Background: an optimization exercise with open tools, aiming at small area, a short achievable clock period and few clock cycles per item. Do not read the settings as production practice.
No functional check of the RTL was part of any run shown here.
No activity file was given, so power comes from the tool's default toggle rates.

## design/flow/config.mk

```make
export PLATFORM = sky130hd
export DESIGN_NAME = unpipelined_divider
export DESIGN_NICKNAME = unpipelined_divider
export VERILOG_FILES = /design/flow/design.v
export SDC_FILE = /design/flow/constraint.sdc
export NUM_CORES = 4
export LEC_CHECK = 0
export CAP_MARGIN = 20
export CORE_MARGIN = 2
export CORE_UTILIZATION = 55
export CTS_BUF_LIST = sky130_fd_sc_hd__clkbuf_4 sky130_fd_sc_hd__clkbuf_8
export SETUP_SLACK_MARGIN = 1.0
export SLEW_MARGIN = 20
export SYNTH_HIERARCHICAL = 1
export SYNTH_MINIMUM_KEEP_SIZE = 0
```

## design/flow/flow/run.sh

```bash
#!/bin/bash
# The standard layout, with the port buffers set to the library's smallest
# plain buffer (buffer_ports otherwise picks a delay cell) and the settings
# below passed to the ORFS make.
set -euo pipefail
export BUFFER_PORTS_ARGS="-buffer_cell sky130_fd_sc_hd__buf_1"

bash standard.sh > standard.log 2>&1
```

## design/flow/design.v

```verilog
module unpipelined_divider #
(
    parameter N = 32
)
(
    input wire [N-1:0] dividend,
    input wire [N-1:0] divisor,
    input wire start,
    input wire rst,
    input wire clk,
    output wire [N-1:0] quotient,
    output wire [N-1:0] remainder,
    output reg done
);
    reg [N-1:0] rem_reg;    
    reg [N-1:0] dq_reg;     
    reg [4:0]   cnt;        
    reg         busy;
    wire d_nz = |divisor;
    wire sk3 = (|divisor[31:24]) | (d_nz & ~(|dividend[31:8]));
    wire sk2 = (|divisor[31:16]) | (d_nz & ~(|dividend[31:16]));
    wire sk1 = (|divisor[31:8])  | (d_nz & ~(|dividend[31:24]));
    wire [1:0] sh = sk3 ? 2'd3 : sk2 ? 2'd2 : sk1 ? 2'd1 : 2'd0;
    wire [2*N-1:0] load = {{N{1'b0}}, dividend} << {sh, 3'b000};
    wire [N:0] t = {rem_reg, dq_reg[N-1]};
    wire [N-1:0] diff;
    wire ge;
    div_step step (.a(t[N-1:0]), .b(divisor), .top(t[N]), .diff(diff), .ge(ge));
    always @(posedge clk) begin
        if (start) begin
            rem_reg <= load[2*N-1:N];
            dq_reg  <= load[N-1:0];
        end else begin
            rem_reg <= ge ? diff : t[N-1:0];
            dq_reg  <= {dq_reg[N-2:0], ge};
        end
    end
    always @(posedge clk or posedge rst) begin
        if (rst) begin
            busy <= 1'b0;
            done <= 1'b0;
            cnt  <= 5'd0;
        end else begin
            done <= busy && (cnt == 5'd31);
            if (start) begin
                busy <= 1'b1;
                cnt  <= {sh, 3'b000};
            end else if (busy) begin
                cnt <= cnt + 5'd1;
                if (cnt == 5'd31) busy <= 1'b0;
            end
        end
    end
    assign quotient  = dq_reg;
    assign remainder = rem_reg;
endmodule
module div_step (
    input  wire [31:0] a,
    input  wire [31:0] b,
    input  wire        top,
    output wire [31:0] diff,
    output wire        ge
);
    wire x = top;
    wire g0_0;
    bk_gen0 l0 (.a(a[0]), .b(b[0]), .g(g0_0));
    wire g0_1, p0_1;
    bk_gen  lg1 (.a(a[1]), .b(b[1]), .g(g0_1));
    bk_prop lp1 (.a(a[1]), .b(b[1]), .p(p0_1));
    wire g0_2, p0_2;
    bk_gen  lg2 (.a(a[2]), .b(b[2]), .g(g0_2));
    bk_prop lp2 (.a(a[2]), .b(b[2]), .p(p0_2));
    wire g0_3, p0_3;
    bk_gen  lg3 (.a(a[3]), .b(b[3]), .g(g0_3));
    bk_prop lp3 (.a(a[3]), .b(b[3]), .p(p0_3));
    wire g0_4, p0_4;
    bk_gen  lg4 (.a(a[4]), .b(b[4]), .g(g0_4));
    bk_prop lp4 (.a(a[4]), .b(b[4]), .p(p0_4));
    wire g0_5, p0_5;
    bk_gen  lg5 (.a(a[5]), .b(b[5]), .g(g0_5));
    bk_prop lp5 (.a(a[5]), .b(b[5]), .p(p0_5));
    wire g0_6, p0_6;
    bk_gen  lg6 (.a(a[6]), .b(b[6]), .g(g0_6));
    bk_prop lp6 (.a(a[6]), .b(b[6]), .p(p0_6));
    wire g0_7, p0_7;
    bk_gen  lg7 (.a(a[7]), .b(b[7]), .g(g0_7));
    bk_prop lp7 (.a(a[7]), .b(b[7]), .p(p0_7));
    wire g0_8, p0_8;
    bk_gen  lg8 (.a(a[8]), .b(b[8]), .g(g0_8));
    bk_prop lp8 (.a(a[8]), .b(b[8]), .p(p0_8));
    wire g0_9, p0_9;
    bk_gen  lg9 (.a(a[9]), .b(b[9]), .g(g0_9));
    bk_prop lp9 (.a(a[9]), .b(b[9]), .p(p0_9));
    wire g0_10, p0_10;
    bk_gen  lg10 (.a(a[10]), .b(b[10]), .g(g0_10));
    bk_prop lp10 (.a(a[10]), .b(b[10]), .p(p0_10));
    wire g0_11, p0_11;
    bk_gen  lg11 (.a(a[11]), .b(b[11]), .g(g0_11));
    bk_prop lp11 (.a(a[11]), .b(b[11]), .p(p0_11));
    wire g0_12, p0_12;
    bk_gen  lg12 (.a(a[12]), .b(b[12]), .g(g0_12));
    bk_prop lp12 (.a(a[12]), .b(b[12]), .p(p0_12));
    wire g0_13, p0_13;
    bk_gen  lg13 (.a(a[13]), .b(b[13]), .g(g0_13));
    bk_prop lp13 (.a(a[13]), .b(b[13]), .p(p0_13));
    wire g0_14, p0_14;
    bk_gen  lg14 (.a(a[14]), .b(b[14]), .g(g0_14));
    bk_prop lp14 (.a(a[14]), .b(b[14]), .p(p0_14));
    wire g0_15, p0_15;
    bk_gen  lg15 (.a(a[15]), .b(b[15]), .g(g0_15));
    bk_prop lp15 (.a(a[15]), .b(b[15]), .p(p0_15));
    wire g0_16, p0_16;
    bk_gen  lg16 (.a(a[16]), .b(b[16]), .g(g0_16));
    bk_prop lp16 (.a(a[16]), .b(b[16]), .p(p0_16));
    wire g0_17, p0_17;
    bk_gen  lg17 (.a(a[17]), .b(b[17]), .g(g0_17));
    bk_prop lp17 (.a(a[17]), .b(b[17]), .p(p0_17));
    wire g0_18, p0_18;
    bk_gen  lg18 (.a(a[18]), .b(b[18]), .g(g0_18));
    bk_prop lp18 (.a(a[18]), .b(b[18]), .p(p0_18));
    wire g0_19, p0_19;
    bk_gen  lg19 (.a(a[19]), .b(b[19]), .g(g0_19));
    bk_prop lp19 (.a(a[19]), .b(b[19]), .p(p0_19));
    wire g0_20, p0_20;
    bk_gen  lg20 (.a(a[20]), .b(b[20]), .g(g0_20));
    bk_prop lp20 (.a(a[20]), .b(b[20]), .p(p0_20));
    wire g0_21, p0_21;
    bk_gen  lg21 (.a(a[21]), .b(b[21]), .g(g0_21));
    bk_prop lp21 (.a(a[21]), .b(b[21]), .p(p0_21));
    wire g0_22, p0_22;
    bk_gen  lg22 (.a(a[22]), .b(b[22]), .g(g0_22));
    bk_prop lp22 (.a(a[22]), .b(b[22]), .p(p0_22));
    wire g0_23, p0_23;
    bk_gen  lg23 (.a(a[23]), .b(b[23]), .g(g0_23));
    bk_prop lp23 (.a(a[23]), .b(b[23]), .p(p0_23));
    wire g0_24, p0_24;
    bk_gen  lg24 (.a(a[24]), .b(b[24]), .g(g0_24));
    bk_prop lp24 (.a(a[24]), .b(b[24]), .p(p0_24));
    wire g0_25, p0_25;
    bk_gen  lg25 (.a(a[25]), .b(b[25]), .g(g0_25));
    bk_prop lp25 (.a(a[25]), .b(b[25]), .p(p0_25));
    wire g0_26, p0_26;
    bk_gen  lg26 (.a(a[26]), .b(b[26]), .g(g0_26));
    bk_prop lp26 (.a(a[26]), .b(b[26]), .p(p0_26));
    wire g0_27, p0_27;
    bk_gen  lg27 (.a(a[27]), .b(b[27]), .g(g0_27));
    bk_prop lp27 (.a(a[27]), .b(b[27]), .p(p0_27));
    wire g0_28, p0_28;
    bk_gen  lg28 (.a(a[28]), .b(b[28]), .g(g0_28));
    bk_prop lp28 (.a(a[28]), .b(b[28]), .p(p0_28));
    wire g0_29, p0_29;
    bk_gen  lg29 (.a(a[29]), .b(b[29]), .g(g0_29));
    bk_prop lp29 (.a(a[29]), .b(b[29]), .p(p0_29));
    wire g0_30, p0_30;
    bk_gen  lg30 (.a(a[30]), .b(b[30]), .g(g0_30));
    bk_prop lp30 (.a(a[30]), .b(b[30]), .p(p0_30));
    wire g0_31, p0_31;
    bk_gen  lg31 (.a(a[31]), .b(b[31]), .g(g0_31));
    bk_prop lp31 (.a(a[31]), .b(b[31]), .p(p0_31));
    wire g_1_0;
    bk_dot_g n0 (.gh(g0_1), .ph(p0_1), .gl(g0_0), .g(g_1_0));
    wire g_3_2, p_3_2;
    bk_dot n1 (.gh(g0_3), .ph(p0_3), .gl(g0_2), .pl(p0_2), .g(g_3_2), .p(p_3_2));
    wire g_5_4, p_5_4;
    bk_dot n2 (.gh(g0_5), .ph(p0_5), .gl(g0_4), .pl(p0_4), .g(g_5_4), .p(p_5_4));
    wire g_7_6, p_7_6;
    bk_dot n3 (.gh(g0_7), .ph(p0_7), .gl(g0_6), .pl(p0_6), .g(g_7_6), .p(p_7_6));
    wire g_9_8, p_9_8;
    bk_dot n4 (.gh(g0_9), .ph(p0_9), .gl(g0_8), .pl(p0_8), .g(g_9_8), .p(p_9_8));
    wire g_11_10, p_11_10;
    bk_dot n5 (.gh(g0_11), .ph(p0_11), .gl(g0_10), .pl(p0_10), .g(g_11_10), .p(p_11_10));
    wire g_13_12, p_13_12;
    bk_dot n6 (.gh(g0_13), .ph(p0_13), .gl(g0_12), .pl(p0_12), .g(g_13_12), .p(p_13_12));
    wire g_15_14, p_15_14;
    bk_dot n7 (.gh(g0_15), .ph(p0_15), .gl(g0_14), .pl(p0_14), .g(g_15_14), .p(p_15_14));
    wire g_17_16, p_17_16;
    bk_dot n8 (.gh(g0_17), .ph(p0_17), .gl(g0_16), .pl(p0_16), .g(g_17_16), .p(p_17_16));
    wire g_19_18, p_19_18;
    bk_dot n9 (.gh(g0_19), .ph(p0_19), .gl(g0_18), .pl(p0_18), .g(g_19_18), .p(p_19_18));
    wire g_21_20, p_21_20;
    bk_dot n10 (.gh(g0_21), .ph(p0_21), .gl(g0_20), .pl(p0_20), .g(g_21_20), .p(p_21_20));
    wire g_23_22, p_23_22;
    bk_dot n11 (.gh(g0_23), .ph(p0_23), .gl(g0_22), .pl(p0_22), .g(g_23_22), .p(p_23_22));
    wire g_25_24, p_25_24;
    bk_dot n12 (.gh(g0_25), .ph(p0_25), .gl(g0_24), .pl(p0_24), .g(g_25_24), .p(p_25_24));
    wire g_27_26, p_27_26;
    bk_dot n13 (.gh(g0_27), .ph(p0_27), .gl(g0_26), .pl(p0_26), .g(g_27_26), .p(p_27_26));
    wire g_29_28, p_29_28;
    bk_dot n14 (.gh(g0_29), .ph(p0_29), .gl(g0_28), .pl(p0_28), .g(g_29_28), .p(p_29_28));
    wire g_31_30, p_31_30;
    bk_dot n15 (.gh(g0_31), .ph(p0_31), .gl(g0_30), .pl(p0_30), .g(g_31_30), .p(p_31_30));
    wire g_3_0;
    bk_dot_g n16 (.gh(g_3_2), .ph(p_3_2), .gl(g_1_0), .g(g_3_0));
    wire g_7_4, p_7_4;
    bk_dot n17 (.gh(g_7_6), .ph(p_7_6), .gl(g_5_4), .pl(p_5_4), .g(g_7_4), .p(p_7_4));
    wire g_11_8, p_11_8;
    bk_dot n18 (.gh(g_11_10), .ph(p_11_10), .gl(g_9_8), .pl(p_9_8), .g(g_11_8), .p(p_11_8));
    wire g_15_12, p_15_12;
    bk_dot n19 (.gh(g_15_14), .ph(p_15_14), .gl(g_13_12), .pl(p_13_12), .g(g_15_12), .p(p_15_12));
    wire g_19_16, p_19_16;
    bk_dot n20 (.gh(g_19_18), .ph(p_19_18), .gl(g_17_16), .pl(p_17_16), .g(g_19_16), .p(p_19_16));
    wire g_23_20, p_23_20;
    bk_dot n21 (.gh(g_23_22), .ph(p_23_22), .gl(g_21_20), .pl(p_21_20), .g(g_23_20), .p(p_23_20));
    wire g_27_24, p_27_24;
    bk_dot n22 (.gh(g_27_26), .ph(p_27_26), .gl(g_25_24), .pl(p_25_24), .g(g_27_24), .p(p_27_24));
    wire g_31_28, p_31_28;
    bk_dot n23 (.gh(g_31_30), .ph(p_31_30), .gl(g_29_28), .pl(p_29_28), .g(g_31_28), .p(p_31_28));
    wire g_7_0;
    bk_dot_g n24 (.gh(g_7_4), .ph(p_7_4), .gl(g_3_0), .g(g_7_0));
    wire g_15_8, p_15_8;
    bk_dot n25 (.gh(g_15_12), .ph(p_15_12), .gl(g_11_8), .pl(p_11_8), .g(g_15_8), .p(p_15_8));
    wire g_23_16, p_23_16;
    bk_dot n26 (.gh(g_23_20), .ph(p_23_20), .gl(g_19_16), .pl(p_19_16), .g(g_23_16), .p(p_23_16));
    wire g_31_24, p_31_24;
    bk_dot n27 (.gh(g_31_28), .ph(p_31_28), .gl(g_27_24), .pl(p_27_24), .g(g_31_24), .p(p_31_24));
    wire g_15_0;
    bk_dot_g n28 (.gh(g_15_8), .ph(p_15_8), .gl(g_7_0), .g(g_15_0));
    wire g_31_16, p_31_16;
    bk_dot n29 (.gh(g_31_24), .ph(p_31_24), .gl(g_23_16), .pl(p_23_16), .g(g_31_16), .p(p_31_16));
    wire g_31_0;
    bk_dot_g_or n30 (.gh(g_31_16), .ph(p_31_16), .gl(g_15_0), .x(x), .g(g_31_0));
    wire g_23_0;
    bk_dot_g n31 (.gh(g_23_16), .ph(p_23_16), .gl(g_15_0), .g(g_23_0));
    wire g_11_0;
    bk_dot_g n32 (.gh(g_11_8), .ph(p_11_8), .gl(g_7_0), .g(g_11_0));
    wire g_19_0;
    bk_dot_g n33 (.gh(g_19_16), .ph(p_19_16), .gl(g_15_0), .g(g_19_0));
    wire g_27_0;
    bk_dot_g n34 (.gh(g_27_24), .ph(p_27_24), .gl(g_23_0), .g(g_27_0));
    wire g_5_0;
    bk_dot_g n35 (.gh(g_5_4), .ph(p_5_4), .gl(g_3_0), .g(g_5_0));
    wire g_9_0;
    bk_dot_g n36 (.gh(g_9_8), .ph(p_9_8), .gl(g_7_0), .g(g_9_0));
    wire g_13_0;
    bk_dot_g n37 (.gh(g_13_12), .ph(p_13_12), .gl(g_11_0), .g(g_13_0));
    wire g_17_0;
    bk_dot_g n38 (.gh(g_17_16), .ph(p_17_16), .gl(g_15_0), .g(g_17_0));
    wire g_21_0;
    bk_dot_g n39 (.gh(g_21_20), .ph(p_21_20), .gl(g_19_0), .g(g_21_0));
    wire g_25_0;
    bk_dot_g n40 (.gh(g_25_24), .ph(p_25_24), .gl(g_23_0), .g(g_25_0));
    wire g_29_0;
    bk_dot_g n41 (.gh(g_29_28), .ph(p_29_28), .gl(g_27_0), .g(g_29_0));
    wire g_2_0;
    bk_dot_g n42 (.gh(g0_2), .ph(p0_2), .gl(g_1_0), .g(g_2_0));
    wire g_4_0;
    bk_dot_g n43 (.gh(g0_4), .ph(p0_4), .gl(g_3_0), .g(g_4_0));
    wire g_6_0;
    bk_dot_g n44 (.gh(g0_6), .ph(p0_6), .gl(g_5_0), .g(g_6_0));
    wire g_8_0;
    bk_dot_g n45 (.gh(g0_8), .ph(p0_8), .gl(g_7_0), .g(g_8_0));
    wire g_10_0;
    bk_dot_g n46 (.gh(g0_10), .ph(p0_10), .gl(g_9_0), .g(g_10_0));
    wire g_12_0;
    bk_dot_g n47 (.gh(g0_12), .ph(p0_12), .gl(g_11_0), .g(g_12_0));
    wire g_14_0;
    bk_dot_g n48 (.gh(g0_14), .ph(p0_14), .gl(g_13_0), .g(g_14_0));
    wire g_16_0;
    bk_dot_g n49 (.gh(g0_16), .ph(p0_16), .gl(g_15_0), .g(g_16_0));
    wire g_18_0;
    bk_dot_g n50 (.gh(g0_18), .ph(p0_18), .gl(g_17_0), .g(g_18_0));
    wire g_20_0;
    bk_dot_g n51 (.gh(g0_20), .ph(p0_20), .gl(g_19_0), .g(g_20_0));
    wire g_22_0;
    bk_dot_g n52 (.gh(g0_22), .ph(p0_22), .gl(g_21_0), .g(g_22_0));
    wire g_24_0;
    bk_dot_g n53 (.gh(g0_24), .ph(p0_24), .gl(g_23_0), .g(g_24_0));
    wire g_26_0;
    bk_dot_g n54 (.gh(g0_26), .ph(p0_26), .gl(g_25_0), .g(g_26_0));
    wire g_28_0;
    bk_dot_g n55 (.gh(g0_28), .ph(p0_28), .gl(g_27_0), .g(g_28_0));
    wire g_30_0;
    bk_dot_g n56 (.gh(g0_30), .ph(p0_30), .gl(g_29_0), .g(g_30_0));
    assign ge = g_31_0;
    bk_diff0 s0 (.a(a[0]), .b(b[0]), .s(diff[0]));
    bk_sum s1 (.p(p0_1), .c(g0_0), .s(diff[1]));
    bk_sum s2 (.p(p0_2), .c(g_1_0), .s(diff[2]));
    bk_sum s3 (.p(p0_3), .c(g_2_0), .s(diff[3]));
    bk_sum s4 (.p(p0_4), .c(g_3_0), .s(diff[4]));
    bk_sum s5 (.p(p0_5), .c(g_4_0), .s(diff[5]));
    bk_sum s6 (.p(p0_6), .c(g_5_0), .s(diff[6]));
    bk_sum s7 (.p(p0_7), .c(g_6_0), .s(diff[7]));
    bk_sum s8 (.p(p0_8), .c(g_7_0), .s(diff[8]));
    bk_sum s9 (.p(p0_9), .c(g_8_0), .s(diff[9]));
    bk_sum s10 (.p(p0_10), .c(g_9_0), .s(diff[10]));
    bk_sum s11 (.p(p0_11), .c(g_10_0), .s(diff[11]));
    bk_sum s12 (.p(p0_12), .c(g_11_0), .s(diff[12]));
    bk_sum s13 (.p(p0_13), .c(g_12_0), .s(diff[13]));
    bk_sum s14 (.p(p0_14), .c(g_13_0), .s(diff[14]));
    bk_sum s15 (.p(p0_15), .c(g_14_0), .s(diff[15]));
    bk_sum s16 (.p(p0_16), .c(g_15_0), .s(diff[16]));
    bk_sum s17 (.p(p0_17), .c(g_16_0), .s(diff[17]));
    bk_sum s18 (.p(p0_18), .c(g_17_0), .s(diff[18]));
    bk_sum s19 (.p(p0_19), .c(g_18_0), .s(diff[19]));
    bk_sum s20 (.p(p0_20), .c(g_19_0), .s(diff[20]));
    bk_sum s21 (.p(p0_21), .c(g_20_0), .s(diff[21]));
    bk_sum s22 (.p(p0_22), .c(g_21_0), .s(diff[22]));
    bk_sum s23 (.p(p0_23), .c(g_22_0), .s(diff[23]));
    bk_sum s24 (.p(p0_24), .c(g_23_0), .s(diff[24]));
    bk_sum s25 (.p(p0_25), .c(g_24_0), .s(diff[25]));
    bk_sum s26 (.p(p0_26), .c(g_25_0), .s(diff[26]));
    bk_sum s27 (.p(p0_27), .c(g_26_0), .s(diff[27]));
    bk_sum s28 (.p(p0_28), .c(g_27_0), .s(diff[28]));
    bk_sum s29 (.p(p0_29), .c(g_28_0), .s(diff[29]));
    bk_sum s30 (.p(p0_30), .c(g_29_0), .s(diff[30]));
    bk_sum s31 (.p(p0_31), .c(g_30_0), .s(diff[31]));
endmodule
module bk_gen0 (input wire a, input wire b, output wire g);
    assign g = a | ~b;
endmodule
module bk_gen (input wire a, input wire b, output wire g);
    assign g = a & ~b;
endmodule
module bk_prop (input wire a, input wire b, output wire p);
    assign p = ~(a ^ b);
endmodule
module bk_dot (input wire gh, input wire ph, input wire gl, input wire pl,
               output wire g, output wire p);
    assign g = gh | (ph & gl);
    assign p = ph & pl;
endmodule
module bk_dot_g (input wire gh, input wire ph, input wire gl, output wire g);
    assign g = gh | (ph & gl);
endmodule
module bk_dot_g_or (input wire gh, input wire ph, input wire gl, input wire x,
                    output wire g);
    assign g = x | gh | (ph & gl);
endmodule
module bk_sum (input wire p, input wire c, output wire s);
    assign s = p ^ c;
endmodule
module bk_diff0 (input wire a, input wire b, output wire s);
    assign s = a ^ b;
endmodule
```

## design/flow/constraint.sdc

```tcl
create_clock -name core_clock -period 4.0 [get_ports {clk}]
set_input_delay 0.8000 -clock core_clock [delete_from_list [all_inputs] [get_ports {clk}]]
set_output_delay 0.8000 -clock core_clock [all_outputs]
set_load 0.01 [all_outputs]
```

## design/flow/standard.sh

```bash
#!/bin/bash
# synth_recipe.tcl (not shown) runs the flow's synth.tcl, then flattens the netlist and writes it again
# the make line also repeats each setting of config.mk as NAME=value (left out here)
make -C /OpenROAD-flow-scripts/flow DESIGN_CONFIG=/design/flow/config.mk WORK_HOME=/design/flow/orfs CLKGATE_MAP_FILE= SYNTH_SCRIPT=/design/flow/synth_recipe.tcl "${@:-finish}"
```

==> summary.txt, run 1 <==
Routing
  – Antenna-violating nets left: 0
  – DR vias/cell: about 6.0
  – First-pass detailed-route iteration total: 4
  – Wirelength per Cell: 18.4 um
  – Drt total wl: 14300 um
  – Via count: about 4700
  – DRT iter0 DRCs: about 190
  – DR DRC count: 0

Floorplanning
  – Num ports: 132
  – Full die area: 0.00996 sq mm
  – Core area: 0.00881 sq mm
  – Die height: 99.8 um
  – Die Width: 99.8 um
  – Initial Util: roughly 57%
  – Row cnt: 34

Logic synthesis
  – Synthesized netlist cell count: 535
  – Post-synth EDFFs: 0
  – FF+latch count, synth: 71
  – Sequential fraction of the synthesis area: 28.8%
  – Syn Area/Cell: 9.44 sq um
  – Fraction of registers with async set/reset: 9.86%
  – Syn nets: 604
  – Yosys warnings: 7
  – Post-synthesis cell area: 0.00505 sq mm
  – Distinct cells, synth: 43
  – Synth Flop Type: dfxtp_1

Run status
  – Status: timing/DRC/antenna clean

Clock tree
  – CTS sink count: 71
  – Cts hold-fix bufs: 0
  – CTS Buf Count: 9
  – Clk root buf: clkbuf_8
  – Clock buffer depth: 2
  – H-tree lvl count: 3
  – Worst-Skew Late Latency: 0.35 ns
  – Clk slew on worst S/H paths: 0.08 ns
  – CTS tree: yes

Final layout
  – Nets: between 700 and 800
  – Commonest non-fill, non-tap cell in the layout: buf_1
  – Final non-filler cell area: 0.00598 sq mm
  – Most frequent cells in the layout: 126 x buf_1, 64 x mux2i_1, 64 x dfxtp_1, 54 x a21o_1, 34 x xor2_1
  – Area Growth Syn to Fin: 18.5%
  – Share of layout cells above drive strength 1: 12.6%
  – Antenna diode count: 0
  – FF+latch area: 0.00146 sq mm
  – Multi-input combinational cell area: 0.00353 sq mm
  – FILL cells: 764

Timing
  – Setup_tns: 0 ns
  – Worst-margin pin slew: roughly 0.59 ns
  – Final setup fails: 0
  – F_max: 331 MHz
  – Clock Skew: 0.0106 ns
  – Final slew viol count: 0
  – Final hold vios: 0
  – Final setup margin: 0.977 ns
  – Fin crit period: 3.02 ns
  – Period utilization: 75.6%
  – Rel. slew slack: 60.8%
  – RSZ-0062 raised after global routing: yes
  – Min Hold Slack: 0.338 ns

Setup path
  – Arr. time, crit path: 3.26 ns
  – Worst Path Max Fanout: 9
  – R2r startpoint: dq_reg[31]
  – Worst Reg-to-Reg Cells: 12
  – Critical path launch point type: input pin
  – Critical path required time: 4.24 ns
  – Worst reg2reg endpoint: rem_reg[31]
  – CP endpoint: dq_reg[29]
  – CP top delay family: simple AND/OR/NAND/NOR gates
  – Critical Path Most Common Cell: or4_4
  – FF-to-FF setup slack: around 1.2 ns
  – CP max stage cell: or4_4
  – Crit. path cell count: 9
  – CP Launch Point: divisor[5]
  – Max incr delay on CP: ~0.61 ns
  – Setup crit end kind: flip-flop
  – CP cell instances: buf_1 > or4_4 > or4_4 > a21o_4 > a211oi_1 > buf_4 > buf_12 > mux2i_1 > o21bai_1
  – Bufs and invs on worst path: 3
  – CP Class: input pin to flip-flop

Global routing
  – Total congestion overflow: 0
  – Vias in the first global route: 4594
  – Largest net degree at the start of global routing: 38
  – Total GRT Usage: 28.9%
  – First-pass GRT wire length: roughly 23000 um
  – Initial antenna violation count: 0

Place
  – GPL Wtd Cong: 0.901
  – Post-DP HPWL: 10600 um
  – I/O Buffers: 131
  – Post-placement cell area: between 0.005 and 0.006 sq mm
  – Placement Setup Slack: 0.486 ns

Pwr
  – Tot Pwr: between 2 and 3 mW
  – Leak Pwr: approximately 2.7 nW
  – Pwr dens: roughly 430 mW/mm^2
  – Max VDD drop: 0.215 mV

Min path
  – Min-Delay Path Class: input pin to asynchronous set/reset pin

Flow run
  – MaxCap Viol Count: 0
modules after synthesis, one instance, submodules excluded, a selection:
module	copies in the design	cells inside	flops+latches
unpipelined_divider	1	357	71
bk_gen0	1	1	0
bk_diff0	1	1	0
bk_dot_g_or	1	1	0
bk_gen	31	1	0
bk_prop	31	1	0
bk_dot	26	2	0
bk_sum	31	1	0
bk_dot_g	30	1	0
worst reg2reg max path: cells and delay by family, from the launching register on:
kind | cells | cell delay, ns
compound gates | 8 | 1.74
xor+xnor | 1 | 0.15
flops | 1 | 0.36
mux | 1 | 0.15
simple gates | 2 | 0.23
worst min path at each step:
stage / from / to / slack, ns / cells after the start
after floorplan: dq_reg[9] / dq_reg[10] / 0.49 / 1
after global placement: dq_reg[13] / dq_reg[14] / 0.45 / 1
after detailed placement: dq_reg[12] / dq_reg[13] / 0.45 / 1
after CTS: rst / cnt[4] / 0.33 / 2
after global routing: rst / busy / 0.34 / 2
final: rst / busy / 0.34 / 2
area by class of cell:
class,instances,area share (%)
Timing Repair Buffer,145,10.9
Tap cell,108,2.26
Sequential cell,71,24.3
Multi-Input combinational cell,433,58.9
Clock inverter,7,1.30
Clock buffer,9,2.07
Inverter,3,0.188
where the power goes:
group	internal [mW]	leakage, nW	switching, mW
combinational	0.543	2.00	0.567
sequential	0.793	0.608	0.0946
clock	0.295	0.101	0.301
through the flow:
| step | instances | utilization, % |
|---|---|---|
| after CTS | 769 | 66.4 |
| final | 776 | 67.9 |
| after global placement | 753 | 63.7 |
| after floorplan | 535 | - |
| after global routing | 776 | 67.9 |
| after detailed placement | 753 | 63.7 |
kinds of logic after synthesis:
family | count (synthesis) | synth area share (%)
AO/OA/AOI/OAI | 147 | 21.8
XOR/XNOR | 66 | 11.4
adder cells (fa/ha/maj) | 2 | 0.496
buffers and inverters | 31 | 2.92
flip-flops | 71 | 28.8
multiplexers | 67 | 13.3
AND/OR/NAND/NOR | 151 | 21.2
metal layers:
| layer | track usage [%] | vias to the layer above | share of wire (%) |
|---|---|---|---|
| li1 | - | 2223 | - |
| met1 | 38.7 | 2250 | 44 |
| met2 | 47.8 | 188 | 48 |
| met3 | 5.64 | 20 | 6.5 |
| met4 | 8.11 | 0 | 1.8 |
| met5 | 0 | - | 0 |
cell usage after synthesis (5+ instances only):
library cell | n | area share (%)
a22oi_1 | 8 | 1.2
nor2_1 | 22 | 1.6
dfxtp_1 | 64 | 25
nand2_1 | 29 | 2.2
xor2_1 | 34 | 5.9
o22ai_1 | 16 | 2.0
o21ai_0 | 7 | 0.69
o21bai_1 | 7 | 1.0
and2_1 | 28 | 3.5
or4_1 | 5 | 0.74
a32oi_1 | 8 | 1.4
mux2i_1 | 67 | 13
and3_1 | 8 | 0.99
nor2b_4 | 31 | 8.5
xnor2_1 | 32 | 5.6
nor4_1 | 18 | 2.2
buf_2 | 7 | 0.69
a21oi_1 | 10 | 0.99
o2bb2ai_1 | 8 | 1.4
a221o_1 | 7 | 1.4
dfrtp_1 | 7 | 3.5
a21o_1 | 57 | 8.5
a22o_1 | 8 | 1.4
clkbuf_1 | 15 | 1.1
what timing repair did:
action,4_1_cts,5_1_grt
endpoints found under the setup margin,24,32
pin swaps,0,6
setup buffers,0,7
resized for setup,7,16
==> run 2: changes to the inputs <==
--- a/design/flow/config.mk
+++ b/design/flow/config.mk
@@ -10,5 +10,5 @@
 export CORE_UTILIZATION = 55
 export CTS_BUF_LIST = sky130_fd_sc_hd__clkbuf_4 sky130_fd_sc_hd__clkbuf_8
-export SETUP_SLACK_MARGIN = 1.0
+export SETUP_SLACK_MARGIN = 1.5
 export SLEW_MARGIN = 20
 export SYNTH_HIERARCHICAL = 1
==> run 2 against run 1 <==
Net effect:
- synthesized cell count unchanged
- sequential share of layout area decreased by 3.1 points
- total power increased by 16%
- fmax increased by 3.6%
- critical path depth decreased by 2
- register-to-register slack improved by 0.02 ns
- worst hold slack got worse by 0.0052 ns
- first-iteration DRC count increased by 120%
- worst setup slack improved by 0.11 ns
- wire length increased by 15%
==> summary.txt, run 2 <==
Clock tree
  – Cts hold-fix bufs: 0 (unchanged)
  – CTS Buf Count: 9 (unchanged)
  – H-tree lvl count: 3 (unchanged)
  – CTS tree: yes
  – Worst-Skew Late Latency: 0.35 ns (about the same)
  – CTS sink count: 71 (unchanged)
  – Clock buffer depth: 2 (unchanged)
  – Clk root buf: clkbuf_8
  – Clk slew on worst S/H paths: 0.09 ns (about the same)

Final layout
  – Post-Layout Cell Count: 819 (+5.5%)
  – FF+latch area: 0.00146 sq mm (unchanged)
  – Most frequent cells in the layout: 112 x buf_1, 64 x dfxtp_1, 58 x mux2i_1, 54 x a21o_1, 34 x xor2_1
  – Antenna diode count: 0 (unchanged)
  – Multi-input combinational cell area: 0.00381 sq mm (+7.9%)
  – Area Growth Syn to Fin: 36.0%
  – FILL cells: 644 (-16%)
  – Share of layout cells above drive strength 1: 24.2% (+12 points)
  – Commonest non-fill, non-tap cell in the layout: buf_1
  – Nets: 775 (+5.9%)
  – Final non-filler cell area: 0.00687 sq mm (+15%)

Pwr
  – Combinational power share: 47.6% (+4.8 points)
  – Pwr dens: 437 mW/mm^2 (+0.89%)
  – Max VDD drop: 0.230 mV (+7.0%)
  – Switching part of the total power: 35.4% (-1.7 points)
  – Net Sw Power: 1.06 mW (+11%)
  – Power share of the clock group: 22.2% (-0.8 points)
  – Seq pwr share: 30.2% (-4.0 points)
  – Leak Pwr: 3.12 nW (+15%)
  – Int Pwr: 1.94 mW (+19%)

Logic synthesis
  – Syn nets: 604 (unchanged)
  – Synth Flop Type: dfxtp_1
  – Most frequent cell after synthesis: mux2i_1
  – Syn Area/Cell: 9.44 sq um (unchanged)
  – Synth area leaders: dfxtp_1 25%, mux2i_1 13%, a21o_1 8.5%
  – Top cells by count, synth: 67 x mux2i_1, 64 x dfxtp_1, 57 x a21o_1
  – Sequential fraction of the synthesis area: 28.8% (unchanged)
  – Post-synth top area share: 25.4% (unchanged)
  – Post-synthesis cell area: 0.00505 sq mm (unchanged)
  – Fraction of registers with async set/reset: 9.86% (unchanged)
  – Yosys warnings: 7 (unchanged)
  – FF+latch count, synth: 71 (unchanged)
  – Post-synth EDFFs: 0 (unchanged)
  – Top cell type by total area after synthesis: dfxtp_1
  – Distinct cells, synth: 43 (unchanged)
  – Synthesized netlist cell count: 535 (unchanged)

Global routing
  – Initial antenna violation count: 0 (unchanged)
  – Total GRT Usage: 31.0% (+2.1 points)
  – Total congestion overflow: 0 (unchanged)
  – Vias in the first global route: 4742 (+3.2%)
  – Largest net degree at the start of global routing: 59 (+55%)
  – First-pass GRT wire length: 24300 um (+5.3%)

Place
  – GPL Wtd Cong: 0.921 (+2.2%)
  – Placed cells: 756 (+0.40%)
  – Placement Setup Slack: 0.453 ns (-0.0327 ns)
  – Post-DP HPWL: 10600 um (about the same)
  – I/O Buffers: 131 (unchanged)
  – Post-placement cell area: 0.00566 sq mm (+0.83%)

Timing
  – Worst-margin pin slew: 0.574 ns (-0.0126 ns)
  – Final slew viol count: 0 (unchanged)
  – Fin crit period: 2.92 ns (-0.105 ns)
  – Final setup margin: 1.08 ns (+0.105 ns)
  – Period utilization: 73.0% (-2.6 points)
  – Setup_tns: 0 ns (unchanged)
  – Rel. slew slack: 61.7% (+0.93 points)
  – Clock Skew: 0.0175 ns (+0.00688 ns)
  – RSZ-0062 raised after global routing: yes
  – F_max: 343 MHz (+3.6%)
  – Final setup fails: 0 (unchanged)
  – Min Hold Slack: 0.333 ns (-0.00522 ns)
  – Final hold vios: 0 (unchanged)

Routing
  – First-pass detailed-route iteration total: 6 (+2)
  – Drt total wl: 16400 um (+15%)
  – DR vias/cell: 6.10 (+1.1%)
  – DR DRC count: 0 (unchanged)
  – Via count: 4996 (+6.7%)
  – Antenna-violating nets left: 0 (unchanged)
  – Wirelength per Cell: 20.0 um (+8.6%)
  – DRT iter0 DRCs: 401 (+120%)

Setup path
  – Arr. time, crit path: 3.14 ns (-0.12 ns)
  – CP Launch Point: divisor[6]
  – Worst Reg-to-Reg Cells: 10 (-2)
  – Critical path launch point type: input pin
  – CP Class: input pin to flip-flop
  – Max incr delay on CP: 0.62 ns (about the same)
  – Worst reg2reg endpoint: rem_reg[14]
  – Setup crit end kind: flip-flop
  – CP max stage cell: or4_4
  – Critical Path Most Common Cell: or4_4
  – Worst Path Max Fanout: 8 (-1)
  – FF-to-FF setup slack: 1.26 ns (+0.02 ns)
  – R2r startpoint: rem_reg[0]
  – Critical path required time: 4.23 ns (about the same)
  – CP cell instances: buf_8 > or4_4 > or4_4 > a21o_4 > a211oi_4 > mux2i_1 > o221ai_1

Floorplanning
  – Core area: 0.00881 sq mm (unchanged)
  – Full die area: 0.00996 sq mm (unchanged)
  – Row cnt: 34 (unchanged)
  – Die Width: 99.8 um (unchanged)
  – Initial Util: 57.3% (unchanged)
  – Die height: 99.8 um (unchanged)
  – Num ports: 132 (unchanged)

Flow run
  – MaxCap Viol Count: 0 (unchanged)

Min path
  – Min-Delay Path Class: input pin to asynchronous set/reset pin

Run status
  – Status: timing/DRC/antenna clean
[run 2: worst max path at each step]
stage / end / slack, ns / depth (start not counted)
6_report: dq_reg[31] / 1.08 / 7
5_1_grt: dq_reg[29] / 1.04 / 8
4_1_cts: rem_reg[7] / 1.12 / 8
3_5_place_dp: rem_reg[7] / 0.45 / 8
3_3_place_gp: rem_reg[7] / 0.54 / 8
2_1_floorplan: dq_reg[28] / 0.76 / 9
[run 2: area by class of cell]
class	count	area share, %
Multi-Input combinational cell	435	55.4
Sequential cell	71	21.2
Timing Repair Buffer	186	17.9
Clock buffer	11	2.11
Tap cell	108	1.97
Clock inverter	5	1.20
Inverter	3	0.164
[run 2: through the flow]
stage	total power, mW	util (%)
6_report	3.00	78.0
5_1_grt	3.15	78.0
4_1_cts	2.85	73.6
3_5_place_dp	1.98	64.3
3_3_place_gp	1.96	64.3
2_1_floorplan	1.73	-
[run 2: logic make-up after synthesis]
| logic type | share of synthesized area, % |
|---|---|
| AND/OR/NAND/NOR | 21.2 |
| XOR/XNOR | 11.4 |
| buffers and inverters | 2.92 |
| flip-flops | 28.8 |
| adder cells (fa/ha/maj) | 0.496 |
| multiplexers | 13.3 |
| AO/OA/AOI/OAI | 21.8 |
[run 2: routing by layer]
layer	up-vias	part of all wire [%]	GRT usage, %	wire length [um]
met2	291	47	49.8	7740
li1	2314	-	-	-
met1	2353	41	41.5	6790
met4	0	1.8	10.1	301
met5	-	0	0	0
met3	38	9.6	6.96	1570
[run 2: critical path: cells and delay by family]
kind	cells	cell delay [ns]
buffers and inverters	1	0.10
AO/OA/AOI/OAI	3	0.74
AND/OR/NAND/NOR	2	1.15
multiplexers	1	0.34
[run 2: Yosys stat by module, one instance, submodules excluded, a selection]
module,flip-flops and latches,area [sq um],copies in the design,cells inside
unpipelined_divider,71,3470,1,357
bk_diff0,0,8.76,1,1
bk_prop,0,8.76,31,1
bk_gen0,0,6.26,1,1
bk_dot,0,13.8,26,2
bk_sum,0,8.76,31,1
[run 2: repair_timing]
action                     in CTS  in global routing
gates resized for setup        75                 56
pin swaps                      20                 38
setup endpoints to repair      66                 66
buffers inserted               25                 15
gates cloned                    6                  1
[run 2: power by group through the flow]
| stage | logic (mW) | registers, mW | clock network [mW] |
|---|---|---|---|
| after global routing | 1.53 | 0.918 | 0.699 |
| after CTS | 1.29 | 0.898 | 0.667 |
| after global placement | 1.06 | 0.904 | 0 |
| after floorplan | 0.802 | 0.924 | 0 |
| after detailed placement | 1.07 | 0.907 | 0 |
| final | 1.43 | 0.907 | 0.667 |

[separate check: timing with driven ports]
The results above use ideal ports. As a check the final layouts listed here were re-extracted and re-timed, cells and wires unchanged. Step 1: set_driving_cell puts a clkbuf_16 on clk and a buf_2 on each other input, an assumption about the parent block. Step 2 adds t to the input delays and takes it off the output delays; t is the mean of the earliest and latest rising clock arrival at the registers after step 1. Input paths then give back, and output paths get back, about the clock's delay inside the block. Slacks: ideal ports / drivers / drivers and shift; pairs: ideal ports / drivers.
run | t, ns | setup slack, ns | hold WS [ns] | latest minus earliest clock arrival (ns) | cell pins on the clock port's net
run 1 | 0.380 | 0.977 / 0.987 / 0.607 | 0.338 / 0.326 / 0.472 | 0.010 / 0.010 | 1
run 2 | 0.381 | 1.082 / 1.078 / 0.697 | 0.333 / 0.317 / 0.474 | 0.017 / 0.017 | 1
After both steps every run listed still meets setup and hold. For run 2, which loses most, drivers alone change the setup slack by -0.004 ns; drivers and shift together by -0.385 ns.
